Context: an optimization exercise on an open-source flow, tuned for small area, a short achievable clock period and few clock cycles per item. The choices shown serve that exercise and are no tape-out recipe.
Where RTL was checked, it was by simulation tests only, not by an equivalence proof against the original.
No functional check of the RTL was part of runs 2 and 3.
Power is estimated from default activity; no workload was simulated. The clock port is modelled as an ideal driver; clocking choices that lean on that would not hold on a real chip.

==> flow/design.v (outline; a module is shown in full before it is edited, if it fits) <==
// module output_fifo: 15 lines
// module side_fifo: 36 lines
// module power_tree_a: 731 lines
// module power_tree_b: 194 lines
// module output_ctrl: 97 lines
// module fft_computer: 90 lines
module fft_computer(
input        i_clk,
input        i_rst_n,
input        i_data_valid,
input [31:0] i_data,
output       o_data_ready,
output       o_data_valid,
output [31:0]o_data,
input        i_data_ready
);
  // ...
==> flow/flow/run.sh <==
#!/bin/bash
# The standard layout (standard.sh) at the same clock period, with:
# - timing repair aimed at a setup slack of SETUP_SLACK_MARGIN ns instead of 0,
# - port buffers started as buf_2 (repair may resize them),
# - clock tree synthesis without dummy load cells.
set -euo pipefail
CTS="-sink_clustering_enable -repair_clock_nets -sink_clustering_size 34 -sink_clustering_max_diameter 70 -buf_list sky130_fd_sc_hd__clkbuf_16 -dont_use_dummy_load"
bash standard.sh SETUP_SLACK_MARGIN=7.15 "BUFFER_PORTS_ARGS=-buffer_cell sky130_fd_sc_hd__buf_2" "CTS_ARGS=$CTS" finish > make.log 2>&1
==> flow/standard.sh <==
#!/bin/bash
# synth_recipe.tcl (not shown) runs the flow's synth.tcl, then flattens the netlist and writes it again
# the make line also repeats each setting of config.mk as NAME=value (left out here)
make -C /OpenROAD-flow-scripts/flow DESIGN_CONFIG=/design/flow/config.mk WORK_HOME=/design/flow/orfs CLKGATE_MAP_FILE= SYNTH_SCRIPT=/design/flow/synth_recipe.tcl "${@:-finish}"
==> flow/config.mk <==
export PLATFORM = sky130hd
export DESIGN_NAME = fft_computer
export DESIGN_NICKNAME = fft_computer
export VERILOG_FILES = /design/flow/design.v
export SDC_FILE = /design/flow/constraint.sdc
export NUM_CORES = 4
export LEC_CHECK = 0
export CAP_MARGIN = 20
export CORE_MARGIN = 2
export CORE_UTILIZATION = 60
export CTS_BUF_LIST = sky130_fd_sc_hd__clkbuf_16
export CTS_CLUSTER_DIAMETER = 70
export CTS_CLUSTER_SIZE = 34
export SLEW_MARGIN = 20
export SYNTH_MEMORY_MAX_BITS = 65536
==> flow/constraint.sdc <==
create_clock -name core_clock -period 10.0 [get_ports {i_clk}]
set_input_delay 2.0000 -clock core_clock [delete_from_list [all_inputs] [get_ports {i_clk}]]
set_output_delay 2.0000 -clock core_clock [all_outputs]
set_load 0.01 [all_outputs]
==> qor.yml, run 1 <==
crit_fanout: 5
highest_layer: "met4"
dpl_cell_area_sq_mm: 0.05402
synthXorXnorAreaFrac_pct: 1.356
grt_max_degree: 48
seq_area_sq_mm: 0.04200
p_per_area_mw_per_mm2: 275.6
dp_slack_ns: 6.166
run_status: "no timing/DRC/antenna violations"
wl_met3_um: 2819
final_cell_mix: "1,994 x dfxtp_1, 218 x inv_1, 164 x fa_1"
peakVddDrop_uv: 223.1
chipHeight_um: 299.1
wl_met1_um: 38780
cts_resized: 174
final_common_cell: "dfxtp_1"
period_needed_ns: 3.338
drive_above_1_share_pct: 14.06
utilization_pct: 66.77
nFlopsAndLatches: 2073
comb_power_uw: 1150
setup_viol: 0
grt_pass1_wl_um: 127200
hold_buffers: 0
cellInternalPower_uw: 12430
powerSeq_uw: 11200
rows: 108
synth_common_cells: "2,033 x dfxtp_1, 265 x inv_1, 223 x fa_1"
use_met1_pct: 26.59
worst-path-stages: 11
period_share_pct: 33.38
grt_use_met2_pct: 29.35
crit_chain: "buf_12, and2_4, fa_1, inv_1, fa_1, inv_2, fa_1, inv_2, fa_2, inv_2, fa_2"
final_antenna_net_count: 0
fmax_mhz: 299.6
setup_slack_ns: 6.662
skew_ns: 0.1268
multi_input_area_share_pct: 16.92
buffers: 178
num_vias: 21250
fill_cells: 5974
syn2layout_area_growth_pct: 10.55
Testbench counts, summed over its fixed seeds: cycles 8,224, items 4,096.
==> module output_fifo, before the edit <==
module output_fifo #(
  parameter STAGES = 63,
  parameter RW     = 30
)(
  input           i_clk,
  input  [RW-1:0] i_wr_data,    
  output [RW-1:0] o_tap_pre,    
  output [RW-1:0] o_head        
);
reg [RW*STAGES-1:0] sr;
assign o_tap_pre = sr[RW*STAGES-1 -: RW];
assign o_head    = sr[RW-1:0];
always @(posedge i_clk)
    sr <= {sr[RW*(STAGES-1)-1:0], i_wr_data};
endmodule
==> module power_tree_b, before the edit <==
module power_tree_b(
  input  [70:0] m,
  output [31:0] p
);
  wire s725 = m[44] ^ m[45] ^ m[46];
  wire c726 = (m[44] & m[45]) | (m[44] & m[46]) | (m[45] & m[46]);
  wire s727 = m[48] ^ m[49] ^ m[50];
  wire c728 = (m[48] & m[49]) | (m[48] & m[50]) | (m[49] & m[50]);
  wire s729 = m[51] ^ m[52] ^ m[53];
  wire c730 = (m[51] & m[52]) | (m[51] & m[53]) | (m[52] & m[53]);
  wire s731 = m[54] ^ m[55] ^ m[56];
  wire c732 = (m[54] & m[55]) | (m[54] & m[56]) | (m[55] & m[56]);
  wire s733 = m[57] ^ m[58] ^ m[59];
  wire c734 = (m[57] & m[58]) | (m[57] & m[59]) | (m[58] & m[59]);
  wire s735 = m[60] ^ m[61] ^ m[62];
  wire c736 = (m[60] & m[61]) | (m[60] & m[62]) | (m[61] & m[62]);
  wire s737 = m[63] ^ m[64] ^ m[65];
  wire c738 = (m[63] & m[64]) | (m[63] & m[65]) | (m[64] & m[65]);
  wire s739 = m[66] ^ m[67] ^ m[68];
  wire s740 = m[69] ^ m[70];
  wire s741 = c738 ^ s739;
  wire g0_0 = m[0] & m[1];
  wire p0_0 = m[0] ^ m[1];
  wire g0_4 = m[4] & m[5];
  wire p0_4 = m[4] ^ m[5];
  wire g0_5 = m[6] & m[7];
  wire p0_5 = m[6] ^ m[7];
  wire g0_6 = m[8] & m[9];
  wire p0_6 = m[8] ^ m[9];
  wire g0_7 = m[10] & m[11];
  wire p0_7 = m[10] ^ m[11];
  wire g0_8 = m[12] & m[13];
  wire p0_8 = m[12] ^ m[13];
  wire g0_9 = m[14] & m[15];
  wire p0_9 = m[14] ^ m[15];
  wire g0_10 = m[16] & m[17];
  wire p0_10 = m[16] ^ m[17];
  wire g0_11 = m[18] & m[19];
  wire p0_11 = m[18] ^ m[19];
  wire g0_12 = m[20] & m[21];
  wire p0_12 = m[20] ^ m[21];
  wire g0_13 = m[22] & m[23];
  wire p0_13 = m[22] ^ m[23];
  wire g0_14 = m[24] & m[25];
  wire p0_14 = m[24] ^ m[25];
  wire g0_15 = m[26] & m[27];
  wire p0_15 = m[26] ^ m[27];
  wire g0_16 = m[28] & m[29];
  wire p0_16 = m[28] ^ m[29];
  wire g0_17 = m[30] & m[31];
  wire p0_17 = m[30] ^ m[31];
  wire g0_18 = m[32] & m[33];
  wire p0_18 = m[32] ^ m[33];
  wire g0_19 = m[34] & m[35];
  wire p0_19 = m[34] ^ m[35];
  wire g0_20 = m[36] & m[37];
  wire p0_20 = m[36] ^ m[37];
  wire g0_21 = m[38] & m[39];
  wire p0_21 = m[38] ^ m[39];
  wire g0_22 = m[40] & m[41];
  wire p0_22 = m[40] ^ m[41];
  wire g0_23 = m[42] & m[43];
  wire p0_23 = m[42] ^ m[43];
  wire g0_24 = m[47] & s725;
  wire p0_24 = m[47] ^ s725;
  wire g0_25 = c726 & s727;
  wire p0_25 = c726 ^ s727;
  wire g0_26 = c728 & s729;
  wire p0_26 = c728 ^ s729;
  wire g0_27 = c730 & s731;
  wire p0_27 = c730 ^ s731;
  wire g0_28 = c732 & s733;
  wire p0_28 = c732 ^ s733;
  wire g0_29 = c734 & s735;
  wire p0_29 = c734 ^ s735;
  wire g0_30 = c736 & s737;
  wire p0_30 = c736 ^ s737;
  wire g0_31 = s741 & s740;
  wire p0_31 = s741 ^ s740;
  wire Gu0_1 = 1'b0 & g0_0;
  wire Pu0_1 = 1'b0 & p0_0;
  wire Pu0_3 = m[3] & m[2];
  wire Gu0_5 = g0_5 | (p0_5 & g0_4);
  wire Pu0_5 = p0_5 & p0_4;
  wire Gu0_7 = g0_7 | (p0_7 & g0_6);
  wire Pu0_7 = p0_7 & p0_6;
  wire Gu0_9 = g0_9 | (p0_9 & g0_8);
  wire Pu0_9 = p0_9 & p0_8;
  wire Gu0_11 = g0_11 | (p0_11 & g0_10);
  wire Pu0_11 = p0_11 & p0_10;
  wire Gu0_13 = g0_13 | (p0_13 & g0_12);
  wire Pu0_13 = p0_13 & p0_12;
  wire Gu0_15 = g0_15 | (p0_15 & g0_14);
  wire Pu0_15 = p0_15 & p0_14;
  wire Gu0_17 = g0_17 | (p0_17 & g0_16);
  wire Pu0_17 = p0_17 & p0_16;
  wire Gu0_19 = g0_19 | (p0_19 & g0_18);
  wire Pu0_19 = p0_19 & p0_18;
  wire Gu0_21 = g0_21 | (p0_21 & g0_20);
  wire Pu0_21 = p0_21 & p0_20;
  wire Gu0_23 = g0_23 | (p0_23 & g0_22);
  wire Pu0_23 = p0_23 & p0_22;
  wire Gu0_25 = g0_25 | (p0_25 & g0_24);
  wire Pu0_25 = p0_25 & p0_24;
  wire Gu0_27 = g0_27 | (p0_27 & g0_26);
  wire Pu0_27 = p0_27 & p0_26;
  wire Gu0_29 = g0_29 | (p0_29 & g0_28);
  wire Pu0_29 = p0_29 & p0_28;
  wire Gu0_31 = g0_31 | (p0_31 & g0_30);
  wire Pu0_31 = p0_31 & p0_30;
  wire Gu1_3 = Pu0_3 & Gu0_1;
  wire Pu1_3 = Pu0_3 & Pu0_1;
  wire Gu1_7 = Gu0_7 | (Pu0_7 & Gu0_5);
  wire Pu1_7 = Pu0_7 & Pu0_5;
  wire Gu1_11 = Gu0_11 | (Pu0_11 & Gu0_9);
  wire Pu1_11 = Pu0_11 & Pu0_9;
  wire Gu1_15 = Gu0_15 | (Pu0_15 & Gu0_13);
  wire Pu1_15 = Pu0_15 & Pu0_13;
  wire Gu1_19 = Gu0_19 | (Pu0_19 & Gu0_17);
  wire Pu1_19 = Pu0_19 & Pu0_17;
  wire Gu1_23 = Gu0_23 | (Pu0_23 & Gu0_21);
  wire Pu1_23 = Pu0_23 & Pu0_21;
  wire Gu1_27 = Gu0_27 | (Pu0_27 & Gu0_25);
  wire Pu1_27 = Pu0_27 & Pu0_25;
  wire Gu1_31 = Gu0_31 | (Pu0_31 & Gu0_29);
  wire Pu1_31 = Pu0_31 & Pu0_29;
  wire Gu2_7 = Gu1_7 | (Pu1_7 & Gu1_3);
  wire Pu2_7 = Pu1_7 & Pu1_3;
  wire Gu2_15 = Gu1_15 | (Pu1_15 & Gu1_11);
  wire Pu2_15 = Pu1_15 & Pu1_11;
  wire Gu2_23 = Gu1_23 | (Pu1_23 & Gu1_19);
  wire Pu2_23 = Pu1_23 & Pu1_19;
  wire Gu2_31 = Gu1_31 | (Pu1_31 & Gu1_27);
  wire Pu2_31 = Pu1_31 & Pu1_27;
  wire Gu3_15 = Gu2_15 | (Pu2_15 & Gu2_7);
  wire Pu3_15 = Pu2_15 & Pu2_7;
  wire Gu3_31 = Gu2_31 | (Pu2_31 & Gu2_23);
  wire Pu3_31 = Pu2_31 & Pu2_23;
  wire Gu4_31 = Gu3_31 | (Pu3_31 & Gu3_15);
  wire Pu4_31 = Pu3_31 & Pu3_15;
  wire Gd5_23 = Gu2_23 | (Pu2_23 & Gu3_15);
  wire Pd5_23 = Pu2_23 & Pu3_15;
  wire Gd6_11 = Gu1_11 | (Pu1_11 & Gu2_7);
  wire Pd6_11 = Pu1_11 & Pu2_7;
  wire Gd6_19 = Gu1_19 | (Pu1_19 & Gu3_15);
  wire Pd6_19 = Pu1_19 & Pu3_15;
  wire Gd6_27 = Gu1_27 | (Pu1_27 & Gd5_23);
  wire Pd6_27 = Pu1_27 & Pd5_23;
  wire Gd7_5 = Gu0_5 | (Pu0_5 & Gu1_3);
  wire Pd7_5 = Pu0_5 & Pu1_3;
  wire Gd7_9 = Gu0_9 | (Pu0_9 & Gu2_7);
  wire Pd7_9 = Pu0_9 & Pu2_7;
  wire Gd7_13 = Gu0_13 | (Pu0_13 & Gd6_11);
  wire Pd7_13 = Pu0_13 & Pd6_11;
  wire Gd7_17 = Gu0_17 | (Pu0_17 & Gu3_15);
  wire Pd7_17 = Pu0_17 & Pu3_15;
  wire Gd7_21 = Gu0_21 | (Pu0_21 & Gd6_19);
  wire Pd7_21 = Pu0_21 & Pd6_19;
  wire Gd7_25 = Gu0_25 | (Pu0_25 & Gd5_23);
  wire Pd7_25 = Pu0_25 & Pd5_23;
  wire Gd7_29 = Gu0_29 | (Pu0_29 & Gd6_27);
  wire Pd7_29 = Pu0_29 & Pd6_27;
  wire Gd8_2 = m[2] & Gu0_1;
  wire Pd8_2 = m[2] & Pu0_1;
  wire Gd8_4 = g0_4 | (p0_4 & Gu1_3);
  wire Pd8_4 = p0_4 & Pu1_3;
  wire Gd8_6 = g0_6 | (p0_6 & Gd7_5);
  wire Pd8_6 = p0_6 & Pd7_5;
  wire Gd8_8 = g0_8 | (p0_8 & Gu2_7);
  wire Pd8_8 = p0_8 & Pu2_7;
  wire Gd8_10 = g0_10 | (p0_10 & Gd7_9);
  wire Pd8_10 = p0_10 & Pd7_9;
  wire Gd8_12 = g0_12 | (p0_12 & Gd6_11);
  wire Pd8_12 = p0_12 & Pd6_11;
  wire Gd8_14 = g0_14 | (p0_14 & Gd7_13);
  wire Pd8_14 = p0_14 & Pd7_13;
  wire Gd8_16 = g0_16 | (p0_16 & Gu3_15);
  wire Pd8_16 = p0_16 & Pu3_15;
  wire Gd8_18 = g0_18 | (p0_18 & Gd7_17);
  wire Pd8_18 = p0_18 & Pd7_17;
  wire Gd8_20 = g0_20 | (p0_20 & Gd6_19);
  wire Pd8_20 = p0_20 & Pd6_19;
  wire Gd8_22 = g0_22 | (p0_22 & Gd7_21);
  wire Pd8_22 = p0_22 & Pd7_21;
  wire Gd8_24 = g0_24 | (p0_24 & Gd5_23);
  wire Pd8_24 = p0_24 & Pd5_23;
  wire Gd8_26 = g0_26 | (p0_26 & Gd7_25);
  wire Pd8_26 = p0_26 & Pd7_25;
  wire Gd8_28 = g0_28 | (p0_28 & Gd6_27);
  wire Pd8_28 = p0_28 & Pd6_27;
  wire Gd8_30 = g0_30 | (p0_30 & Gd7_29);
  wire Pd8_30 = p0_30 & Pd7_29;
  assign p = {(p0_31 ^ Gd8_30), (p0_30 ^ Gd7_29), (p0_29 ^ Gd8_28), (p0_28 ^ Gd6_27), (p0_27 ^ Gd8_26), (p0_26 ^ Gd7_25), (p0_25 ^ Gd8_24), (p0_24 ^ Gd5_23), (p0_23 ^ Gd8_22), (p0_22 ^ Gd7_21), (p0_21 ^ Gd8_20), (p0_20 ^ Gd6_19), (p0_19 ^ Gd8_18), (p0_18 ^ Gd7_17), (p0_17 ^ Gd8_16), (p0_16 ^ Gu3_15), (p0_15 ^ Gd8_14), (p0_14 ^ Gd7_13), (p0_13 ^ Gd8_12), (p0_12 ^ Gd6_11), (p0_11 ^ Gd8_10), (p0_10 ^ Gd7_9), (p0_9 ^ Gd8_8), (p0_8 ^ Gu2_7), (p0_7 ^ Gd8_6), (p0_6 ^ Gd7_5), (p0_5 ^ Gd8_4), (p0_4 ^ Gu1_3), (m[3] ^ Gd8_2), (m[2] ^ Gu0_1), (1'b0 ^ g0_0), p0_0};
endmodule
==> module output_ctrl, before the edit <==
module output_ctrl #(
  parameter LAT   = 3,          
  parameter DEPTH = 4           
)(
  input        i_clk,
  input        i_rst_n,
  input        i_data_valid,
  output       o_data_ready,
  output       o_acc,           
  output       o_win,           
  output       o_ld,            
  output       o_data_valid,
  input        i_data_ready,
  input        i_wr_sum,        
  input        i_fl_sum         
);
reg [5:0] k;         
reg       win;       
reg [5:0] din;       
reg [5:0] dout;      
reg [5:0] rcnt;      
reg [2:0] avail;     
reg       pend;      
reg       rdy;
reg       can_ld;
reg       ovalid;
wire acc = i_data_valid & rdy;
wire ld  = can_ld & (~ovalid | i_data_ready);
assign o_data_ready = rdy;
assign o_acc        = acc;
assign o_win        = win;
assign o_ld         = ld;
assign o_data_valid = ovalid;
function rdy_next;
    input       a, l;
    input [5:0] k, din, rcnt;
    input       win, pend;
    input [2:0] base;            
    reg   [5:0] k_n, rcnt_n;
    reg   [3:0] pc_n;
    reg         win_n, pend_n, aligned_n, free_n, first_n;
    begin
        pc_n      = {1'b0, base} + {3'd0, a & win} - {3'd0, l};
        k_n       = a ? k + 6'd1 : k;
        win_n     = (a & (k == 6'd63)) ? ~win : win;
        rcnt_n    = l ? rcnt + 6'd1 : rcnt;
        pend_n    = (pend & ~(l & (rcnt == 6'd63))) | (a & win);
        aligned_n = a | (din == 6'd63);
        first_n   = (k_n == 6'd0) & ~win_n;
        free_n    = win_n ? (pc_n < DEPTH) : (~pend_n | (k_n < rcnt_n));
        rdy_next  = free_n & (aligned_n | (first_n & ~pend_n));
    end
endfunction
wire [2:0] base = avail + {2'd0, i_wr_sum} + {2'd0, i_fl_sum};
wire r00 = rdy_next(1'b0, 1'b0, k, din, rcnt, win, pend, base);
wire r01 = rdy_next(1'b0, 1'b1, k, din, rcnt, win, pend, base);
wire r10 = rdy_next(1'b1, 1'b0, k, din, rcnt, win, pend, base);
wire r11 = rdy_next(1'b1, 1'b1, k, din, rcnt, win, pend, base);
wire [2:0] avw  = avail + {2'd0, i_wr_sum};
wire       c0   = (avw != 3'd0) & (dout == 6'd63);
wire       c1   = (avw != 3'd1) & (dout == 6'd0);
wire       rebase = acc & ~win & (k == 6'd0) & ~pend;
always @(posedge i_clk)
begin
    if(!i_rst_n)
    begin
        k      <= 6'd0;
        win    <= 1'b0;
        din    <= 6'd0;
        dout   <= 6'd0;
        rcnt   <= 6'd0;
        avail  <= 3'd0;
        pend   <= 1'b0;
        rdy    <= 1'b1;
        can_ld <= 1'b0;
        ovalid <= 1'b0;
    end
    else
    begin
        if(acc)
        begin
            k <= k + 6'd1;
            if(k == 6'd63)
                win <= ~win;
        end
        din    <= acc ? 6'd0 : din + 6'd1;
        dout   <= rebase ? 6'd1 - LAT : (ld ? dout : dout + 6'd1);
        if(ld)
            rcnt <= rcnt + 6'd1;
        avail  <= ld ? avw - 3'd1 : avw;
        pend   <= (pend & ~(ld & (rcnt == 6'd63))) | (acc & win);
        rdy    <= acc ? (ld ? r11 : r10) : (ld ? r01 : r00);
        can_ld <= ld ? c1 : c0;
        ovalid <= ld | (ovalid & ~i_data_ready);
    end
end
endmodule
==> module fft_computer, before the edit <==
module fft_computer(
input        i_clk,
input        i_rst_n,
input        i_data_valid,
input [31:0] i_data,
output       o_data_ready,
output       o_data_valid,
output [31:0]o_data,
input        i_data_ready
);
localparam MW = 71;      
wire        acc, win, ld;
wire [29:0] tap, head;
wire [31:0] sum, p0;
wire [1:0]  side;
wire [MW-1:0] m_d;
reg  [31:0]   x;         
reg           v1, w1;
reg  [MW-1:0] m;         
reg           v2, w2;
reg  [31:0]   out_r;
output_ctrl ctrl (
    .i_clk(i_clk),
    .i_rst_n(i_rst_n),
    .i_data_valid(i_data_valid),
    .o_data_ready(o_data_ready),
    .o_acc(acc),
    .o_win(win),
    .o_ld(ld),
    .o_data_valid(o_data_valid),
    .i_data_ready(i_data_ready),
    .i_wr_sum(v2 & w2),
    .i_fl_sum(v1 & w1)
);
wire unpack = v1 & w1;
assign p0 = (v1 & ~w1) ? 32'd0 :
            {tap[29:2],
             unpack ? (tap[1] & tap[0]) : tap[1],
             unpack & tap[1] & ~tap[0],
             1'b0,
             tap[0]};
wire pack = v2 & ~w2;
wire [29:0] wr_word = {sum[31:4], pack ? (sum[0] ? sum[3] : sum[2]) : sum[3], sum[0]};
power_tree_a tree_a (
    .x(x),
    .p0(p0),
    .m(m_d)
);
power_tree_b tree_b (
    .m(m),
    .p(sum)
);
output_fifo store (
    .i_clk(i_clk),
    .i_wr_data(wr_word),
    .o_tap_pre(tap),
    .o_head(head)
);
side_fifo side_bits (
    .i_clk(i_clk),
    .i_rst_n(i_rst_n),
    .i_push(v2 & w2),
    .i_data(sum[2:1]),
    .i_pop(ld),
    .o_data(side)
);
always @(posedge i_clk)
begin
    x  <= {i_data[31:16], acc ? i_data[15:0] : 16'd0};
    w1 <= win;
    m  <= m_d;
    w2 <= w1;
    if(ld)
        out_r <= {head[29:2], head[1], side, head[0]};
end
always @(posedge i_clk)
begin
    if(!i_rst_n)
    begin
        v1 <= 1'b0;
        v2 <= 1'b0;
    end
    else
    begin
        v1 <= acc;
        v2 <= v1;
    end
end
assign o_data = out_r;
endmodule
==> run 2: changes to the inputs <==
--- a/flow/design.v
+++ b/flow/design.v
@@ -1,63 +1,26 @@
 module output_fifo #(
-  parameter STAGES = 63,
-  parameter RW     = 30
+  parameter NPOINTS = 64
 )(
-  input           i_clk,
-  input  [RW-1:0] i_wr_data,    
-  output [RW-1:0] o_tap_pre,    
-  output [RW-1:0] o_head        
+  input         i_clk,
+  input  [31:0] i_wr_data,    
+  output [31:0] o_tap_pre,    
+  output [31:0] o_head        
 );
-reg [RW*STAGES-1:0] sr;
-assign o_tap_pre = sr[RW*STAGES-1 -: RW];
-assign o_head    = sr[RW-1:0];
+reg [32*NPOINTS-1:0] sr;
+assign o_tap_pre = sr[32*(NPOINTS-1)-1 -: 32];
+assign o_head    = sr[31:0];
 always @(posedge i_clk)
-    sr <= {sr[RW*(STAGES-1)-1:0], i_wr_data};
-endmodule
-module side_fifo #(
-  parameter DEPTH = 4,
-  parameter AW    = 2,
-  parameter DW    = 2
-)(
-  input           i_clk,
-  input           i_rst_n,
-  input           i_push,
-  input  [DW-1:0] i_data,
-  input           i_pop,
-  output [DW-1:0] o_data        
-);
-reg [DW-1:0] mem [0:DEPTH-1];
-reg [AW-1:0] wp, rp;
-assign o_data = mem[rp];
-always @(posedge i_clk)
-begin
-    if(!i_rst_n)
-    begin
-        wp <= {AW{1'b0}};
-        rp <= {AW{1'b0}};
-    end
-    else
-    begin
-        if(i_push)
-            wp <= wp + 1'b1;
-        if(i_pop)
-            rp <= rp + 1'b1;
-    end
-end
-always @(posedge i_clk)
-begin
-    if(i_push)
-        mem[wp] <= i_data;
-end
+    sr <= {sr[32*(NPOINTS-1)-1:0], i_wr_data};
 endmodule
 module power_tree_a(
   input  [31:0] x,
   input  [31:0] p0,
-  output [70:0] m
+  output [69:0] m
 );
   wire pp1 = x[0] & x[1];
   wire pp2 = x[0] & x[2];
   wire pp3 = x[0] & x[3];
   wire pp4 = x[0] & x[4];
   wire pp5 = x[0] & x[5];
   wire pp6 = x[0] & x[6];
   wire pp7 = x[0] & x[7];
@@ -729,144 +692,143 @@
   wire s673 = c606 ^ s609 ^ c608;
   wire c674 = (c606 & s609) | (c606 & c608) | (s609 & c608);
   wire s675 = c610 ^ c612 ^ s613;
   wire c676 = (c610 & c612) | (c610 & s613) | (c612 & s613);
   wire s677 = c614 ^ c616 ^ s617;
   wire c678 = (c614 & c616) | (c614 & s617) | (c616 & s617);
   wire s679 = c618 ^ c620 ^ s621;
   wire c680 = (c618 & c620) | (c618 & s621) | (c620 & s621);
-  wire s681 = x[1] ^ pp1 ^ p0[2];
-  wire c682 = (x[1] & pp1) | (x[1] & p0[2]) | (pp1 & p0[2]);
-  wire s683 = pp2 ^ p0[3] ^ c682;
-  wire c684 = (pp2 & p0[3]) | (pp2 & c682) | (p0[3] & c682);
-  wire s685 = pp16 ^ p0[4] ^ s627;
-  wire c686 = (pp16 & p0[4]) | (pp16 & s627) | (p0[4] & s627);
-  wire s687 = p0[5] ^ c628 ^ s629;
-  wire c688 = (p0[5] & c628) | (p0[5] & s629) | (c628 & s629);
-  wire s689 = c630 ^ s631 ^ s529;
-  wire c690 = (c630 & s631) | (c630 & s529) | (s631 & s529);
-  wire s691 = c632 ^ s531 ^ s633;
-  wire c692 = (c632 & s531) | (c632 & s633) | (s531 & s633);
-  wire s693 = s535 ^ c634 ^ s635;
-  wire c694 = (s535 & c634) | (s535 & s635) | (c634 & s635);
-  wire s695 = s539 ^ c636 ^ s637;
-  wire c696 = (s539 & c636) | (s539 & s637) | (c636 & s637);
-  wire s697 = c638 ^ s639 ^ s543;
-  wire c698 = (c638 & s639) | (c638 & s543) | (s639 & s543);
-  wire s699 = c640 ^ s547 ^ s641;
-  wire c700 = (c640 & s547) | (c640 & s641) | (s547 & s641);
-  wire s701 = s551 ^ c642 ^ s643;
-  wire c702 = (s551 & c642) | (s551 & s643) | (c642 & s643);
-  wire s703 = s555 ^ c644 ^ s645;
-  wire c704 = (s555 & c644) | (s555 & s645) | (c644 & s645);
-  wire s705 = s559 ^ c646 ^ s647;
-  wire c706 = (s559 & c646) | (s559 & s647) | (c646 & s647);
-  wire s707 = s563 ^ c648 ^ s649;
-  wire c708 = (s563 & c648) | (s563 & s649) | (c648 & s649);
-  wire s709 = c650 ^ s651 ^ s567;
-  wire c710 = (c650 & s651) | (c650 & s567) | (s651 & s567);
-  wire s711 = c652 ^ s571 ^ s653;
-  wire c712 = (c652 & s571) | (c652 & s653) | (s571 & s653);
-  wire s713 = s575 ^ c654 ^ s655;
-  wire c714 = (s575 & c654) | (s575 & s655) | (c654 & s655);
-  wire s715 = s579 ^ c656 ^ s657;
-  wire c716 = (s579 & c656) | (s579 & s657) | (c656 & s657);
-  wire s717 = s583 ^ c658 ^ s659;
-  wire c718 = (s583 & c658) | (s583 & s659) | (c658 & s659);
-  wire s719 = s587 ^ c660 ^ s661;
-  wire c720 = (s587 & c660) | (s587 & s661) | (c660 & s661);
-  wire s721 = s591 ^ c662 ^ s663;
-  wire c722 = (s591 & c662) | (s591 & s663) | (c662 & s663);
-  wire s723 = c664 ^ s665 ^ s595;
-  wire c724 = (c664 & s665) | (c664 & s595) | (s665 & s595);
-  assign m = {s626, s625, c624, c622, c680, s623, s679, c678, s619, s677, c676, s615, s675, c674, s611, s673, c672, s607, s671, c670, s603, s669, c668, c724, s599, s667, c666, s723, c722, s721, c720, s719, c718, s717, c716, s715, c714, s713, c712, s711, c710, s709, c708, s707, c706, s705, c704, s703, c702, s701, c700, s699, c698, s697, c696, s695, c694, s693, c692, s691, c690, s689, c688, s687, c686, s685, c684, s683, s681, p0[0], x[0]};
+  wire s681 = c622 ^ c624 ^ s625;
+  wire s682 = x[1] ^ pp1 ^ p0[2];
+  wire c683 = (x[1] & pp1) | (x[1] & p0[2]) | (pp1 & p0[2]);
+  wire s684 = pp2 ^ p0[3] ^ c683;
+  wire c685 = (pp2 & p0[3]) | (pp2 & c683) | (p0[3] & c683);
+  wire s686 = pp16 ^ p0[4] ^ s627;
+  wire c687 = (pp16 & p0[4]) | (pp16 & s627) | (p0[4] & s627);
+  wire s688 = p0[5] ^ c628 ^ s629;
+  wire c689 = (p0[5] & c628) | (p0[5] & s629) | (c628 & s629);
+  wire s690 = c630 ^ s631 ^ s529;
+  wire c691 = (c630 & s631) | (c630 & s529) | (s631 & s529);
+  wire s692 = c632 ^ s531 ^ s633;
+  wire c693 = (c632 & s531) | (c632 & s633) | (s531 & s633);
+  wire s694 = s535 ^ c634 ^ s635;
+  wire c695 = (s535 & c634) | (s535 & s635) | (c634 & s635);
+  wire s696 = s539 ^ c636 ^ s637;
+  wire c697 = (s539 & c636) | (s539 & s637) | (c636 & s637);
+  wire s698 = c638 ^ s639 ^ s543;
+  wire c699 = (c638 & s639) | (c638 & s543) | (s639 & s543);
+  wire s700 = c640 ^ s547 ^ s641;
+  wire c701 = (c640 & s547) | (c640 & s641) | (s547 & s641);
+  wire s702 = s551 ^ c642 ^ s643;
+  wire c703 = (s551 & c642) | (s551 & s643) | (c642 & s643);
+  wire s704 = s555 ^ c644 ^ s645;
+  wire c705 = (s555 & c644) | (s555 & s645) | (c644 & s645);
+  wire s706 = s559 ^ c646 ^ s647;
+  wire c707 = (s559 & c646) | (s559 & s647) | (c646 & s647);
+  wire s708 = s563 ^ c648 ^ s649;
+  wire c709 = (s563 & c648) | (s563 & s649) | (c648 & s649);
+  wire s710 = c650 ^ s651 ^ s567;
+  wire c711 = (c650 & s651) | (c650 & s567) | (s651 & s567);
+  wire s712 = c652 ^ s571 ^ s653;
+  wire c713 = (c652 & s571) | (c652 & s653) | (s571 & s653);
+  wire s714 = s575 ^ c654 ^ s655;
+  wire c715 = (s575 & c654) | (s575 & s655) | (c654 & s655);
+  wire s716 = s579 ^ c656 ^ s657;
+  wire c717 = (s579 & c656) | (s579 & s657) | (c656 & s657);
+  wire s718 = s583 ^ c658 ^ s659;
+  wire c719 = (s583 & c658) | (s583 & s659) | (c658 & s659);
+  wire s720 = s587 ^ c660 ^ s661;
+  wire c721 = (s587 & c660) | (s587 & s661) | (c660 & s661);
+  wire s722 = s591 ^ c662 ^ s663;
+  wire c723 = (s591 & c662) | (s591 & s663) | (c662 & s663);
+  wire s724 = c664 ^ s665 ^ s595;
+  wire c725 = (c664 & s665) | (c664 & s595) | (s665 & s595);
+  assign m = {s626, s681, c680, s623, s679, c678, s619, s677, c676, s615, s675, c674, s611, s673, c672, s607, s671, c670, s603, s669, c668, c725, s599, s667, c666, s724, c723, s722, c721, s720, c719, s718, c717, s716, c715, s714, c713, s712, c711, s710, c709, s708, c707, s706, c705, s704, c703, s702, c701, s700, c699, s698, c697, s696, c695, s694, c693, s692, c691, s690, c689, s688, c687, s686, c685, s684, s682, p0[1], p0[0], x[0]};
 endmodule
 module power_tree_b(
-  input  [70:0] m,
+  input  [69:0] m,
   output [31:0] p
 );
-  wire s725 = m[44] ^ m[45] ^ m[46];
-  wire c726 = (m[44] & m[45]) | (m[44] & m[46]) | (m[45] & m[46]);
-  wire s727 = m[48] ^ m[49] ^ m[50];
-  wire c728 = (m[48] & m[49]) | (m[48] & m[50]) | (m[49] & m[50]);
-  wire s729 = m[51] ^ m[52] ^ m[53];
-  wire c730 = (m[51] & m[52]) | (m[51] & m[53]) | (m[52] & m[53]);
-  wire s731 = m[54] ^ m[55] ^ m[56];
-  wire c732 = (m[54] & m[55]) | (m[54] & m[56]) | (m[55] & m[56]);
-  wire s733 = m[57] ^ m[58] ^ m[59];
-  wire c734 = (m[57] & m[58]) | (m[57] & m[59]) | (m[58] & m[59]);
-  wire s735 = m[60] ^ m[61] ^ m[62];
-  wire c736 = (m[60] & m[61]) | (m[60] & m[62]) | (m[61] & m[62]);
-  wire s737 = m[63] ^ m[64] ^ m[65];
-  wire c738 = (m[63] & m[64]) | (m[63] & m[65]) | (m[64] & m[65]);
-  wire s739 = m[66] ^ m[67] ^ m[68];
-  wire s740 = m[69] ^ m[70];
-  wire s741 = c738 ^ s739;
+  wire s726 = m[45] ^ m[46] ^ m[47];
+  wire c727 = (m[45] & m[46]) | (m[45] & m[47]) | (m[46] & m[47]);
+  wire s728 = m[49] ^ m[50] ^ m[51];
+  wire c729 = (m[49] & m[50]) | (m[49] & m[51]) | (m[50] & m[51]);
+  wire s730 = m[52] ^ m[53] ^ m[54];
+  wire c731 = (m[52] & m[53]) | (m[52] & m[54]) | (m[53] & m[54]);
+  wire s732 = m[55] ^ m[56] ^ m[57];
+  wire c733 = (m[55] & m[56]) | (m[55] & m[57]) | (m[56] & m[57]);
+  wire s734 = m[58] ^ m[59] ^ m[60];
+  wire c735 = (m[58] & m[59]) | (m[58] & m[60]) | (m[59] & m[60]);
+  wire s736 = m[61] ^ m[62] ^ m[63];
+  wire c737 = (m[61] & m[62]) | (m[61] & m[63]) | (m[62] & m[63]);
+  wire s738 = m[64] ^ m[65] ^ m[66];
+  wire c739 = (m[64] & m[65]) | (m[64] & m[66]) | (m[65] & m[66]);
+  wire s740 = m[67] ^ m[68] ^ m[69];
   wire g0_0 = m[0] & m[1];
   wire p0_0 = m[0] ^ m[1];
-  wire g0_4 = m[4] & m[5];
-  wire p0_4 = m[4] ^ m[5];
-  wire g0_5 = m[6] & m[7];
-  wire p0_5 = m[6] ^ m[7];
-  wire g0_6 = m[8] & m[9];
-  wire p0_6 = m[8] ^ m[9];
-  wire g0_7 = m[10] & m[11];
-  wire p0_7 = m[10] ^ m[11];
-  wire g0_8 = m[12] & m[13];
-  wire p0_8 = m[12] ^ m[13];
-  wire g0_9 = m[14] & m[15];
-  wire p0_9 = m[14] ^ m[15];
-  wire g0_10 = m[16] & m[17];
-  wire p0_10 = m[16] ^ m[17];
-  wire g0_11 = m[18] & m[19];
-  wire p0_11 = m[18] ^ m[19];
-  wire g0_12 = m[20] & m[21];
-  wire p0_12 = m[20] ^ m[21];
-  wire g0_13 = m[22] & m[23];
-  wire p0_13 = m[22] ^ m[23];
-  wire g0_14 = m[24] & m[25];
-  wire p0_14 = m[24] ^ m[25];
-  wire g0_15 = m[26] & m[27];
-  wire p0_15 = m[26] ^ m[27];
-  wire g0_16 = m[28] & m[29];
-  wire p0_16 = m[28] ^ m[29];
-  wire g0_17 = m[30] & m[31];
-  wire p0_17 = m[30] ^ m[31];
-  wire g0_18 = m[32] & m[33];
-  wire p0_18 = m[32] ^ m[33];
-  wire g0_19 = m[34] & m[35];
-  wire p0_19 = m[34] ^ m[35];
-  wire g0_20 = m[36] & m[37];
-  wire p0_20 = m[36] ^ m[37];
-  wire g0_21 = m[38] & m[39];
-  wire p0_21 = m[38] ^ m[39];
-  wire g0_22 = m[40] & m[41];
-  wire p0_22 = m[40] ^ m[41];
-  wire g0_23 = m[42] & m[43];
-  wire p0_23 = m[42] ^ m[43];
-  wire g0_24 = m[47] & s725;
-  wire p0_24 = m[47] ^ s725;
-  wire g0_25 = c726 & s727;
-  wire p0_25 = c726 ^ s727;
-  wire g0_26 = c728 & s729;
-  wire p0_26 = c728 ^ s729;
-  wire g0_27 = c730 & s731;
-  wire p0_27 = c730 ^ s731;
-  wire g0_28 = c732 & s733;
-  wire p0_28 = c732 ^ s733;
-  wire g0_29 = c734 & s735;
-  wire p0_29 = c734 ^ s735;
-  wire g0_30 = c736 & s737;
-  wire p0_30 = c736 ^ s737;
-  wire g0_31 = s741 & s740;
-  wire p0_31 = s741 ^ s740;
-  wire Gu0_1 = 1'b0 & g0_0;
-  wire Pu0_1 = 1'b0 & p0_0;
-  wire Pu0_3 = m[3] & m[2];
+  wire g0_4 = m[5] & m[6];
+  wire p0_4 = m[5] ^ m[6];
+  wire g0_5 = m[7] & m[8];
+  wire p0_5 = m[7] ^ m[8];
+  wire g0_6 = m[9] & m[10];
+  wire p0_6 = m[9] ^ m[10];
+  wire g0_7 = m[11] & m[12];
+  wire p0_7 = m[11] ^ m[12];
+  wire g0_8 = m[13] & m[14];
+  wire p0_8 = m[13] ^ m[14];
+  wire g0_9 = m[15] & m[16];
+  wire p0_9 = m[15] ^ m[16];
+  wire g0_10 = m[17] & m[18];
+  wire p0_10 = m[17] ^ m[18];
+  wire g0_11 = m[19] & m[20];
+  wire p0_11 = m[19] ^ m[20];
+  wire g0_12 = m[21] & m[22];
+  wire p0_12 = m[21] ^ m[22];
+  wire g0_13 = m[23] & m[24];
+  wire p0_13 = m[23] ^ m[24];
+  wire g0_14 = m[25] & m[26];
+  wire p0_14 = m[25] ^ m[26];
+  wire g0_15 = m[27] & m[28];
+  wire p0_15 = m[27] ^ m[28];
+  wire g0_16 = m[29] & m[30];
+  wire p0_16 = m[29] ^ m[30];
+  wire g0_17 = m[31] & m[32];
+  wire p0_17 = m[31] ^ m[32];
+  wire g0_18 = m[33] & m[34];
+  wire p0_18 = m[33] ^ m[34];
+  wire g0_19 = m[35] & m[36];
+  wire p0_19 = m[35] ^ m[36];
+  wire g0_20 = m[37] & m[38];
+  wire p0_20 = m[37] ^ m[38];
+  wire g0_21 = m[39] & m[40];
+  wire p0_21 = m[39] ^ m[40];
+  wire g0_22 = m[41] & m[42];
+  wire p0_22 = m[41] ^ m[42];
+  wire g0_23 = m[43] & m[44];
+  wire p0_23 = m[43] ^ m[44];
+  wire g0_24 = s726 & m[48];
+  wire p0_24 = s726 ^ m[48];
+  wire g0_25 = c727 & s728;
+  wire p0_25 = c727 ^ s728;
+  wire g0_26 = c729 & s730;
+  wire p0_26 = c729 ^ s730;
+  wire g0_27 = c731 & s732;
+  wire p0_27 = c731 ^ s732;
+  wire g0_28 = c733 & s734;
+  wire p0_28 = c733 ^ s734;
+  wire g0_29 = c735 & s736;
+  wire p0_29 = c735 ^ s736;
+  wire g0_30 = c737 & s738;
+  wire p0_30 = c737 ^ s738;
+  wire g0_31 = c739 & s740;
+  wire p0_31 = c739 ^ s740;
+  wire Gu0_1 = m[2] & g0_0;
+  wire Pu0_1 = m[2] & p0_0;
+  wire Pu0_3 = m[4] & m[3];
   wire Gu0_5 = g0_5 | (p0_5 & g0_4);
   wire Pu0_5 = p0_5 & p0_4;
   wire Gu0_7 = g0_7 | (p0_7 & g0_6);
   wire Pu0_7 = p0_7 & p0_6;
   wire Gu0_9 = g0_9 | (p0_9 & g0_8);
   wire Pu0_9 = p0_9 & p0_8;
   wire Gu0_11 = g0_11 | (p0_11 & g0_10);
   wire Pu0_11 = p0_11 & p0_10;
@@ -937,18 +899,18 @@
   wire Gd7_17 = Gu0_17 | (Pu0_17 & Gu3_15);
   wire Pd7_17 = Pu0_17 & Pu3_15;
   wire Gd7_21 = Gu0_21 | (Pu0_21 & Gd6_19);
   wire Pd7_21 = Pu0_21 & Pd6_19;
   wire Gd7_25 = Gu0_25 | (Pu0_25 & Gd5_23);
   wire Pd7_25 = Pu0_25 & Pd5_23;
   wire Gd7_29 = Gu0_29 | (Pu0_29 & Gd6_27);
   wire Pd7_29 = Pu0_29 & Pd6_27;
-  wire Gd8_2 = m[2] & Gu0_1;
-  wire Pd8_2 = m[2] & Pu0_1;
+  wire Gd8_2 = m[3] & Gu0_1;
+  wire Pd8_2 = m[3] & Pu0_1;
   wire Gd8_4 = g0_4 | (p0_4 & Gu1_3);
   wire Pd8_4 = p0_4 & Pu1_3;
   wire Gd8_6 = g0_6 | (p0_6 & Gd7_5);
   wire Pd8_6 = p0_6 & Pd7_5;
   wire Gd8_8 = g0_8 | (p0_8 & Gu2_7);
   wire Pd8_8 = p0_8 & Pu2_7;
   wire Gd8_10 = g0_10 | (p0_10 & Gd7_9);
   wire Pd8_10 = p0_10 & Pd7_9;
@@ -967,90 +929,84 @@
   wire Gd8_24 = g0_24 | (p0_24 & Gd5_23);
   wire Pd8_24 = p0_24 & Pd5_23;
   wire Gd8_26 = g0_26 | (p0_26 & Gd7_25);
   wire Pd8_26 = p0_26 & Pd7_25;
   wire Gd8_28 = g0_28 | (p0_28 & Gd6_27);
   wire Pd8_28 = p0_28 & Pd6_27;
   wire Gd8_30 = g0_30 | (p0_30 & Gd7_29);
   wire Pd8_30 = p0_30 & Pd7_29;
-  assign p = {(p0_31 ^ Gd8_30), (p0_30 ^ Gd7_29), (p0_29 ^ Gd8_28), (p0_28 ^ Gd6_27), (p0_27 ^ Gd8_26), (p0_26 ^ Gd7_25), (p0_25 ^ Gd8_24), (p0_24 ^ Gd5_23), (p0_23 ^ Gd8_22), (p0_22 ^ Gd7_21), (p0_21 ^ Gd8_20), (p0_20 ^ Gd6_19), (p0_19 ^ Gd8_18), (p0_18 ^ Gd7_17), (p0_17 ^ Gd8_16), (p0_16 ^ Gu3_15), (p0_15 ^ Gd8_14), (p0_14 ^ Gd7_13), (p0_13 ^ Gd8_12), (p0_12 ^ Gd6_11), (p0_11 ^ Gd8_10), (p0_10 ^ Gd7_9), (p0_9 ^ Gd8_8), (p0_8 ^ Gu2_7), (p0_7 ^ Gd8_6), (p0_6 ^ Gd7_5), (p0_5 ^ Gd8_4), (p0_4 ^ Gu1_3), (m[3] ^ Gd8_2), (m[2] ^ Gu0_1), (1'b0 ^ g0_0), p0_0};
+  assign p = {(p0_31 ^ Gd8_30), (p0_30 ^ Gd7_29), (p0_29 ^ Gd8_28), (p0_28 ^ Gd6_27), (p0_27 ^ Gd8_26), (p0_26 ^ Gd7_25), (p0_25 ^ Gd8_24), (p0_24 ^ Gd5_23), (p0_23 ^ Gd8_22), (p0_22 ^ Gd7_21), (p0_21 ^ Gd8_20), (p0_20 ^ Gd6_19), (p0_19 ^ Gd8_18), (p0_18 ^ Gd7_17), (p0_17 ^ Gd8_16), (p0_16 ^ Gu3_15), (p0_15 ^ Gd8_14), (p0_14 ^ Gd7_13), (p0_13 ^ Gd8_12), (p0_12 ^ Gd6_11), (p0_11 ^ Gd8_10), (p0_10 ^ Gd7_9), (p0_9 ^ Gd8_8), (p0_8 ^ Gu2_7), (p0_7 ^ Gd8_6), (p0_6 ^ Gd7_5), (p0_5 ^ Gd8_4), (p0_4 ^ Gu1_3), (m[4] ^ Gd8_2), (m[3] ^ Gu0_1), (m[2] ^ g0_0), p0_0};
 endmodule
 module output_ctrl #(
-  parameter LAT   = 3,          
-  parameter DEPTH = 4           
+  parameter LAT = 3             
 )(
   input        i_clk,
   input        i_rst_n,
   input        i_data_valid,
   output       o_data_ready,
   output       o_acc,           
   output       o_win,           
   output       o_ld,            
   output       o_data_valid,
   input        i_data_ready,
-  input        i_wr_sum,        
-  input        i_fl_sum         
+  input        i_wr_sum         
 );
 reg [5:0] k;         
 reg       win;       
 reg [5:0] din;       
 reg [5:0] dout;      
 reg [5:0] rcnt;      
-reg [2:0] avail;     
+reg [6:0] avail;     
 reg       pend;      
 reg       rdy;
 reg       can_ld;
 reg       ovalid;
 wire acc = i_data_valid & rdy;
 wire ld  = can_ld & (~ovalid | i_data_ready);
 assign o_data_ready = rdy;
 assign o_acc        = acc;
 assign o_win        = win;
 assign o_ld         = ld;
 assign o_data_valid = ovalid;
 function rdy_next;
     input       a, l;
     input [5:0] k, din, rcnt;
     input       win, pend;
-    input [2:0] base;            
     reg   [5:0] k_n, rcnt_n;
-    reg   [3:0] pc_n;
     reg         win_n, pend_n, aligned_n, free_n, first_n;
     begin
-        pc_n      = {1'b0, base} + {3'd0, a & win} - {3'd0, l};
         k_n       = a ? k + 6'd1 : k;
         win_n     = (a & (k == 6'd63)) ? ~win : win;
         rcnt_n    = l ? rcnt + 6'd1 : rcnt;
         pend_n    = (pend & ~(l & (rcnt == 6'd63))) | (a & win);
         aligned_n = a | (din == 6'd63);
         first_n   = (k_n == 6'd0) & ~win_n;
-        free_n    = win_n ? (pc_n < DEPTH) : (~pend_n | (k_n < rcnt_n));
+        free_n    = win_n | ~pend_n | (k_n < rcnt_n);
         rdy_next  = free_n & (aligned_n | (first_n & ~pend_n));
     end
 endfunction
-wire [2:0] base = avail + {2'd0, i_wr_sum} + {2'd0, i_fl_sum};
-wire r00 = rdy_next(1'b0, 1'b0, k, din, rcnt, win, pend, base);
-wire r01 = rdy_next(1'b0, 1'b1, k, din, rcnt, win, pend, base);
-wire r10 = rdy_next(1'b1, 1'b0, k, din, rcnt, win, pend, base);
-wire r11 = rdy_next(1'b1, 1'b1, k, din, rcnt, win, pend, base);
-wire [2:0] avw  = avail + {2'd0, i_wr_sum};
-wire       c0   = (avw != 3'd0) & (dout == 6'd63);
-wire       c1   = (avw != 3'd1) & (dout == 6'd0);
+wire r00 = rdy_next(1'b0, 1'b0, k, din, rcnt, win, pend);
+wire r01 = rdy_next(1'b0, 1'b1, k, din, rcnt, win, pend);
+wire r10 = rdy_next(1'b1, 1'b0, k, din, rcnt, win, pend);
+wire r11 = rdy_next(1'b1, 1'b1, k, din, rcnt, win, pend);
+wire [6:0] avw  = avail + {6'd0, i_wr_sum};
+wire       c0   = (avw != 7'd0) & (dout == 6'd63);
+wire       c1   = (avw != 7'd1) & (dout == 6'd0);
 wire       rebase = acc & ~win & (k == 6'd0) & ~pend;
 always @(posedge i_clk)
 begin
     if(!i_rst_n)
     begin
         k      <= 6'd0;
         win    <= 1'b0;
         din    <= 6'd0;
         dout   <= 6'd0;
         rcnt   <= 6'd0;
-        avail  <= 3'd0;
+        avail  <= 7'd0;
         pend   <= 1'b0;
         rdy    <= 1'b1;
         can_ld <= 1'b0;
         ovalid <= 1'b0;
     end
     else
     begin
         if(acc)
@@ -1058,17 +1014,17 @@
             k <= k + 6'd1;
             if(k == 6'd63)
                 win <= ~win;
         end
         din    <= acc ? 6'd0 : din + 6'd1;
         dout   <= rebase ? 6'd1 - LAT : (ld ? dout : dout + 6'd1);
         if(ld)
             rcnt <= rcnt + 6'd1;
-        avail  <= ld ? avw - 3'd1 : avw;
+        avail  <= ld ? avw - 7'd1 : avw;
         pend   <= (pend & ~(ld & (rcnt == 6'd63))) | (acc & win);
         rdy    <= acc ? (ld ? r11 : r10) : (ld ? r01 : r00);
         can_ld <= ld ? c1 : c0;
         ovalid <= ld | (ovalid & ~i_data_ready);
     end
 end
 endmodule
 module fft_computer(
@@ -1076,80 +1032,60 @@
 input        i_rst_n,
 input        i_data_valid,
 input [31:0] i_data,
 output       o_data_ready,
 output       o_data_valid,
 output [31:0]o_data,
 input        i_data_ready
 );
-localparam MW = 71;      
+localparam MW = 70;      
 wire        acc, win, ld;
-wire [29:0] tap, head;
-wire [31:0] sum, p0;
-wire [1:0]  side;
+wire [31:0] tap, head, sum;
 wire [MW-1:0] m_d;
 reg  [31:0]   x;         
 reg           v1, w1;
 reg  [MW-1:0] m;         
 reg           v2, w2;
 reg  [31:0]   out_r;
 output_ctrl ctrl (
     .i_clk(i_clk),
     .i_rst_n(i_rst_n),
     .i_data_valid(i_data_valid),
     .o_data_ready(o_data_ready),
     .o_acc(acc),
     .o_win(win),
     .o_ld(ld),
     .o_data_valid(o_data_valid),
     .i_data_ready(i_data_ready),
-    .i_wr_sum(v2 & w2),
-    .i_fl_sum(v1 & w1)
+    .i_wr_sum(v2 & w2)
 );
-wire unpack = v1 & w1;
-assign p0 = (v1 & ~w1) ? 32'd0 :
-            {tap[29:2],
-             unpack ? (tap[1] & tap[0]) : tap[1],
-             unpack & tap[1] & ~tap[0],
-             1'b0,
-             tap[0]};
-wire pack = v2 & ~w2;
-wire [29:0] wr_word = {sum[31:4], pack ? (sum[0] ? sum[3] : sum[2]) : sum[3], sum[0]};
 power_tree_a tree_a (
     .x(x),
-    .p0(p0),
+    .p0((v1 & ~w1) ? 32'd0 : tap),
     .m(m_d)
 );
 power_tree_b tree_b (
     .m(m),
     .p(sum)
 );
 output_fifo store (
     .i_clk(i_clk),
-    .i_wr_data(wr_word),
+    .i_wr_data(sum),
     .o_tap_pre(tap),
     .o_head(head)
 );
-side_fifo side_bits (
-    .i_clk(i_clk),
-    .i_rst_n(i_rst_n),
-    .i_push(v2 & w2),
-    .i_data(sum[2:1]),
-    .i_pop(ld),
-    .o_data(side)
-);
 always @(posedge i_clk)
 begin
     x  <= {i_data[31:16], acc ? i_data[15:0] : 16'd0};
     w1 <= win;
     m  <= m_d;
     w2 <= w1;
     if(ld)
-        out_r <= {head[29:2], head[1], side, head[0]};
+        out_r <= head;
 end
 always @(posedge i_clk)
 begin
     if(!i_rst_n)
     begin
         v1 <= 1'b0;
         v2 <= 1'b0;
     end
==> flow/flow/run.sh (replaced) <==
#!/bin/bash
# The standard layout (standard.sh) at the same clock period, with
# timing repair aimed at a setup slack of SETUP_SLACK_MARGIN ns instead of 0
# and the port buffers started as buf_2 (repair may resize them).
set -euo pipefail
bash standard.sh SETUP_SLACK_MARGIN=6.75 "BUFFER_PORTS_ARGS=-buffer_cell sky130_fd_sc_hd__buf_2" finish > make.log 2>&1
==> flow/config.mk (replaced) <==
export PLATFORM = sky130hd
export DESIGN_NAME = fft_computer
export DESIGN_NICKNAME = fft_computer
export VERILOG_FILES = /design/flow/design.v
export SDC_FILE = /design/flow/constraint.sdc
export NUM_CORES = 4
export LEC_CHECK = 0
export CAP_MARGIN = 20
export CORE_MARGIN = 2
export CORE_UTILIZATION = 60
export CTS_BUF_LIST = sky130_fd_sc_hd__clkbuf_16
export CTS_CLUSTER_DIAMETER = 80
export CTS_CLUSTER_SIZE = 36
export SLEW_MARGIN = 20
export SYNTH_MEMORY_MAX_BITS = 65536
==> run 2 against run 1 <==
  * Still clean on timing, DRC and antenna
  * Critical path depth grew 2
  * Non-clock buffer count shrank 16
  * Synthesized area grew 3.9%
  * Hold slack gained 0.067 ns
  * Sequential power grew 4%
  * Combinational power shrank 13%
  * Worst setup slack lost 0.074 ns
  * Synthesized cell count grew 2.8%
  * Clock skew shrank 0.085 ns
  * Register-to-register slack lost 0.07 ns
  * Critical endpoint is now m[68]
  * Largest cell class unchanged
  * Highest routed layer unchanged
==> qor.yml, run 2 <==
drt_iter0_drc: 1238
yosysWarningCount: 3
p_sw_uw: 3554
clk_path_buf_depth: 3
cts_buffers: 74
synth_common_cells: "2,158 x dfxtp_1, 257 x inv_1, 223 x fa_1"
synthesis.nets: 3746
max_stage_delay_ns: 0.55
cp.arrival_ns: 4.00
hpwl_um: 46550
relSlewSlack_pct: 65.65
critPathLaunchType: "register"
leakage_uw: 0.02516
peakVddDrop_uv: 234.0  # +4.9%
required_ns: 10.58
die_area_sq_mm: 0.09287
reg2reg_slack_ns: 6.59
yosys.area.top_type: "dfxtp_1"
path_class: "register to register"
hold_viol: 0
fmax_mhz: 293.1  # -2.2%
synth_edf_count: 32
io_buffer_count: 69
grt_max_degree: 46  # -4.2%
synthArstFlopShare_pct: 0
fp.dieW_um: 304.7
clockRootBuffer: "clkbuf_16"
h-tree-depth: 3
holdCritStartpoint: "store.sr[1966]"
power.share.clock_pct: 23.3
p_per_area_mw_per_mm2: 274.8  # -0.29%
maxCapViolCount: 0
floorplan.initialDensity_pct: 60.38
period_share_pct: 34.12  # +0.74 points
p_sw_share_pct: 21.63
yosys_most_used_dff: "dfxtp_1"
path_clk_slew_ns: 0.12
fin_hold_ws_ns: 0.3228
p_seq_share_pct: 70.6
setup_viol: 0  # unchanged
min_path_cells: 0
io_pins: 70
holdPathEnd: "store.sr[1998]"
coreArea_sq_mm: 0.08987
setup_tns_ns: 0
worstMarginPinSlew_ns: 0.5153
ys_seq_area_share_pct: 81.38
r2r-start: "x[4]"
crit_fanout: 5  # unchanged
final_nets: 3930
ys_types: 48
rsz0062_at_grt: "true"
num_vias: 21800  # +2.6%
drc: 0
diodes: 0
cpMaxStageDelayCell: "fa_1"
synth_area_leaders: "dfxtp_1 80%, fa_1 8.2%, ha_1 1.9%"
regMostFlops: "store.sr"
crit_chain: "buf_12, and2_4, fa_1, inv_1, fa_1, inv_1, fa_1, inv_1, fa_2, xnor2_2, xnor2_1, xnor2_1, xnor2_1"
grt_usage_pct: 17.94
viasPerCell: 4.544
synth_top_area_share_pct: 79.61
chipHeight_um: 304.7  # +1.9%
cellInternalPower_uw: 12880  # +3.6%
ys_ff_latch: 2190
top_regs: "store.sr (2016), m (70)"
run_status: "no timing/DRC/antenna violations"
cts.sinks: 2190
grt_pass1_vias: 22960
crit_path_end_kind: "register"
clock_latency_ns: 0.67
hp-class: "register to register"
worst_r2r_endpoint: "m[68]"
drtPass1Iterations: 5
final_common_cell: "dfxtp_1"
skew_ns: 0.04206  # -0.08478 ns
largest_reg_flops: 2016
cts_tree: "built"
routedWlPerCell_um: 16.80
gp_congestion: 0.7874
drive_above_1_share_pct: 10.33  # -3.7 points
antenna_found_initial: 2
combPwrFrac_pct: 6.1
syn_area_sq_mm: 0.05427
final_cell_mix: "2,131 x dfxtp_1, 257 x inv_1, 188 x fa_1"
fill_cells: 6273  # +5.0%
postSynthCellCount: 3405
overflow: 0
wl_um: 80580
syn_avg_cell_area_sq_um: 15.94
finalMaxSlewViolations: 0
period_needed_ns: 3.412  # +0.07397 ns
rows: 110  # +1.9%
yosysMostFrequentCell: "dfxtp_1"
syn2layout_area_growth_pct: 10.16
grt_pass1_wl_um: 128700  # +1.2%
reg2reg_depth: 13
final_antenna_net_count: 0  # unchanged
run 2: cell count changes after synthesis, sizes merged, moves of 6 or more:
| cell | before | now |
|---|---|---|
| nor2 | 36 | 30 |
| a21o | 4 | 13 |
| edfxtp | 40 | 32 |
| a21boi | 3 | 13 |
| ha | 88 | 82 |
| nand2 | 173 | 181 |
| dfxtp | 2033 | 2158 |
| a21oi | 30 | 14 |
| inv | 265 | 257 |
run 2: cells by family (layout without fill, tap and decap cells):
kind of cell,Yosys count,count (layout),share of synthesized area [%]
AOI/OAI and AO/OA,79,79,0.9730
xor gates and xnor gates,85,85,1.372
adders and majority gates,305,305,10.12
buffers and inverters,311,527,2.151
DFF,2190,2190,81.38
muxes,1,1,0.01845
and+or+nand+nor,434,434,3.991
run 2: worst max-delay path by stage:
stage	to	cells after the start	slack [ns]	from
floorplan	m[44]	10	6.75	x[2]
global placement	ctrl.avail[6]	10	5.75	i_data_ready
detailed placement	ctrl.avail[6]	10	5.75	i_data_ready
CTS	m[68]	13	6.60	x[4]
global route	m[68]	13	6.46	x[5]
finish	m[68]	13	6.59	x[4]
run 2: routing by layer:
metal | global-route usage [%] | up-vias | share of wire (%)
met1 | 26.47 | 10680 | 49
met2 | 27.04 | 349 | 43
met4 | 5.273 | 0 | 2.8
met5 | 0 | - | 0
met3 | 3.665 | 129 | 4.3
li1 | - | 10640 | -
run 2: power by group through the flow:
stage | registers (uW) | clock network [uW] | logic (uW)
floorplan | 11500 | 0 | 537
global placement | 11800 | 0 | 809
detailed placement | 11800 | 0 | 814
CTS | 11700 | 3950 | 950
global route | 11900 | 4250 | 1110
finish | 11600 | 3830 | 995
run 2: timing repair:
item	4_1_cts	5_1_grt
cloned	11	1
setup buffers	51	15
pin swaps	32	36
hold buffers	0	0
setup endpoints to repair	87	63
resized for setup	143	60
run 2: final cells by class:
cell class	instances	area (sq um)	share of cell area (%)
Sequential cell	2190	44240	74.00
Multi-Input combinational cell	904	9218	15.42
Clock buffer	75	1877	3.139
Timing Repair Buffer	162	1692	2.830
Tap cell	1176	1471	2.461
Inverter	257	968.4	1.620
Clock inverter	33	316.6	0.5295
run 2: critical path: cells and delay by family (launching register included):
kind	cells	cell delay (ns)
xor+xnor	4	0.60
fa+ha+maj	4	1.90
buf+inv	4	0.30
flops	1	0.38
simple gates	1	0.15
run 2: stage by stage:
step	setup slack, ns	utilization (%)	cell area, sq um	cells	power (uW)
2_1_floorplan	6.752	-	54410	3405	12060
4_1_cts	6.597	66.12	59420	4781	16580
5_1_grt	6.461	66.52	59780	4797	17220
3_3_place_gp	5.749	62.32	56010	4611	12580
6_report	6.588	66.52	59780	4797	16430
3_5_place_dp	5.753	62.32	56010	4611	12640
==> run 3: changes to the inputs <==
--- a/flow/flow/run.sh
+++ b/flow/flow/run.sh
@@ -5,2 +5,2 @@
 set -euo pipefail
-bash standard.sh SETUP_SLACK_MARGIN=6.75 "BUFFER_PORTS_ARGS=-buffer_cell sky130_fd_sc_hd__buf_2" finish > make.log 2>&1
+bash standard.sh SETUP_SLACK_MARGIN=7.00 "BUFFER_PORTS_ARGS=-buffer_cell sky130_fd_sc_hd__buf_2" finish > make.log 2>&1
==> run 3 against run 2 <==
  * Register-to-register slack gained 0.07 ns
  * Flip-flop and latch count stayed put
  * Synthesized cell count unchanged
  * Combinational power grew 9%
  * Sequential power about the same
  * Count of clock-buffer cells in the layout unchanged
  * Non-clock buffer count increased by 24
  * Final cell count is 0.54% higher
  * Critical path depth shrank 2
  * Total power up 0.90%
  * Routed wire length is 0.24% higher
  * Global-route usage about the same
  * Largest power group unchanged
==> qor.yml, run 3 <==
clk_path_buf_depth: 3  # unchanged
period_share_pct: 33.44  # -0.68 points
grt_usage_pct: 17.99  # +0.050 points
drc: 0  # unchanged
relSlewSlack_pct: 62.19  # -3.5 points
regMostFlops: "store.sr"
placed_cells: 4602  # -0.20%
syn_avg_cell_area_sq_um: 15.94  # unchanged
synth_common_cells: "2,158 x dfxtp_1, 257 x inv_1, 223 x fa_1"
ys_ff_latch: 2190  # unchanged
run_status: "no timing/DRC/antenna violations"
path_delay_family: "adder cells"
p_total_uw: 16580  # +0.90%
top_regs: "store.sr (2016), m (70)"
fin_cells: 4823  # +0.54%
cts_buffers: 75  # +1.4%
io_pins: 70  # unchanged
worst-path-stages: 11  # -2
hold_viol: 0  # unchanged
floorplan.initialDensity_pct: 60.38  # unchanged
leakage_uw: 0.02528  # +0.45%
antenna_found_initial: 4  # +2
path_buf_inv: 5  # +1
final_antenna_net_count: 0  # unchanged
required_ns: 10.54  # -0.04 ns
ys_seq_area_share_pct: 81.38  # unchanged
drt_iter0_drc: 1222  # -1.3%
cpMaxStageDelayCell: "fa_1"
setup_tns_ns: 0  # unchanged
io_buffer_count: 69  # unchanged
gp_congestion: 0.8384  # +6.5%
final_nets: 3955  # +0.64%
synthesis.nets: 3746  # unchanged
yosys_most_used_dff: "dfxtp_1"
utilization_pct: 67.07  # +0.55 points
fin_hold_ws_ns: 0.3220  # -0.0008630 ns
crit_fanout: 6  # +1
wl_um: 80770  # +0.24%
peakVddDrop_uv: 193.2  # -17%
h-tree-depth: 3  # unchanged
crit_chain: "buf_12, and2_4, fa_1, inv_2, fa_1, inv_1, fa_1, inv_2, fa_2, inv_2, fa_2"
fmax_mhz: 299.1  # +2.0%
fp.dieW_um: 304.7  # unchanged
synthArstFlopShare_pct: 0  # unchanged
worstMarginPinSlew_ns: 0.5631  # +0.04781 ns
viasPerCell: 4.557  # +0.29%
hp-class: "register to register"
syn_area_sq_mm: 0.05427  # unchanged
cp-endpoint: "m[65]"
yosys.area.top_type: "dfxtp_1"
synth_top_area_share_pct: 79.61  # unchanged
skew_ns: 0.04103  # -0.001033 ns
r2r-start: "x[13]"
largest_reg_flops: 2016  # unchanged
worst_r2r_endpoint: "m[65]"
cts_tree: "built"
grt_max_degree: 38  # -17%
reg2reg_depth: 11  # -2
final_common_cell: "dfxtp_1"
syn2layout_area_growth_pct: 11.08
grt_pass1_wl_um: 129900  # +0.91%
p_per_area_mw_per_mm2: 275.0  # about the same
reg2reg_slack_ns: 6.66  # +0.07 ns
maxCapViolCount: 0  # unchanged
final_cell_mix: "2,116 x dfxtp_1, 221 x inv_1, 162 x fa_1"
drive_above_1_share_pct: 14.11  # +3.8 points
hpwl_um: 46520  # about the same
chipHeight_um: 304.7  # unchanged
ys_types: 48  # unchanged
synth_edf_count: 32  # unchanged
cp.arrival_ns: 3.88  # -0.12 ns
finalMaxSlewViolations: 0  # unchanged
die_area_sq_mm: 0.09287  # unchanged
setup_viol: 0  # unchanged
critPathLaunchType: "register"
synth_area_leaders: "dfxtp_1 80%, fa_1 8.2%, ha_1 1.9%"
yosysWarningCount: 3  # unchanged
period_needed_ns: 3.344  # -0.06801 ns
yosysMostFrequentCell: "dfxtp_1"
postSynthCellCount: 3405  # unchanged
num_vias: 21980  # +0.84%
clockRootBuffer: "clkbuf_16"
path_class: "register to register"
cts.sinks: 2190  # unchanged
coreArea_sq_mm: 0.08987  # unchanged
max_stage_delay_ns: 0.56  # about the same
startpoint: "x[13]"
rows: 110  # unchanged
rsz0062_at_grt: "true"
drtPass1Iterations: 5  # unchanged
crit_path_end_kind: "register"
routedWlPerCell_um: 16.75  # -0.30%
hold_buffers: 0  # unchanged
grt_pass1_vias: 23260  # +1.3%
path_clk_slew_ns: 0.12  # about the same
overflow: 0  # unchanged
clock_latency_ns: 0.69  # +0.02 ns
-- run 3: cell types whose count changed in the layout (fill, tap and decap cells not counted), sizes merged --
cell / delta
buf: +32
bufbuf: -7
inv: -5
clkinv: +4
diode: +3
clkbuf: -1
-- run 3: cell type report --
type	count	area, sq um
Multi-Input combinational cell	904	9568
Fill cell	6263	29590
Timing Repair Buffer	186	1740
Inverter	257	973.4
Sequential cell	2190	44260
Clock inverter	32	381.6
Tap cell	1176	1471
Clock buffer	75	1877
Antenna cell	3	7.507
-- run 3: power breakdown --
group	switching [uW]	internal, uW	total, uW	leakage (uW)
clock network	2440	1450	3890	0.00114
registers	598	11000	11600	0.0182
logic	617	460	1080	0.00593
-- run 3: worst min path at each step --
stage | cells after the start | to | slack (ns) | startpoint
after floorplan | 0 | store.sr[1000] | 0.31 | store.sr[968]
after global placement | 0 | store.sr[198] | 0.31 | store.sr[166]
after detailed placement | 0 | store.sr[1263] | 0.31 | store.sr[1231]
after CTS | 0 | store.sr[385] | 0.32 | store.sr[353]
after global routing | 0 | store.sr[385] | 0.31 | store.sr[353]
final | 0 | store.sr[1970] | 0.32 | store.sr[1938]
-- run 3: routing by layer --
layer / GRT usage (%) / wire, um / vias up
met5: 0 / 0 / -
met4: 6.067 / 2607 / 0
met3: 2.969 / 3185 / 150
met2: 28.01 / 35800 / 330
met1: 25.92 / 39170 / 10810
li1: - / - / 10690
-- run 3: cells by family after synthesis --
group / count (synthesis) / share of synthesized area [%]
AOI/OAI and AO/OA: 79 / 0.9730
xor gates and xnor gates: 85 / 1.372
adders and majority gates: 305 / 10.12
buffers and inverters: 311 / 2.151
DFF: 2190 / 81.38
muxes: 1 / 0.01845
and+or+nand+nor: 434 / 3.991
-- run 3: repair_timing --
action,4_1_cts,5_1_grt
pin swaps,40,43
gates cloned,5,0
endpoints found under the setup margin,119,85
gates resized for setup,174,103
buffers inserted,81,25
-- run 3: per-stage QoR --
stage | setup WS, ns | cell area [sq um]
5_1_grt | 6.568 | 60270
3_3_place_gp | 5.930 | 56080
2_1_floorplan | 6.786 | 54720
4_1_cts | 6.608 | 59800
6_report | 6.656 | 60280
3_5_place_dp | 5.909 | 56080

static timing again, ports no longer ideal:
The flow's constraints put no driver on any port. The routed layouts listed below were extracted and timed again, unchanged, in two steps.
Step 1 assumes that a clkbuf_16 drives the clock port and a buf_2 every other input.
Step 2 adds t to the input delays and takes it off the output delays; t is the mean of the earliest and latest rising clock arrival at the registers after step 1. Input paths then give back, and output paths get back, about the clock's delay inside the block.
a / b / c = no drivers / after step 1 / after step 2; a / b = the first two.
run | t, ns | setup slack, ns | worst hold slack (ns) | worst setup path after step 2 | latest minus earliest clock arrival (ns)
run 1 | 0.680 | 6.662 / 6.658 / 6.594 | 0.256 / 0.256 / 0.256 | input to register | 0.128 / 0.128
run 2 | 0.720 | 6.588 / 6.588 / 6.247 | 0.323 / 0.323 / 0.323 | input to register | 0.048 / 0.049
run 3 | 0.738 | 6.656 / 6.630 / 6.452 | 0.322 / 0.322 / 0.322 | input to register | 0.042 / 0.042
After both steps every run listed still meets setup and hold. The setup slack of run 2, which loses most, moves by 0.000 ns with the drivers and by -0.341 ns with both steps.
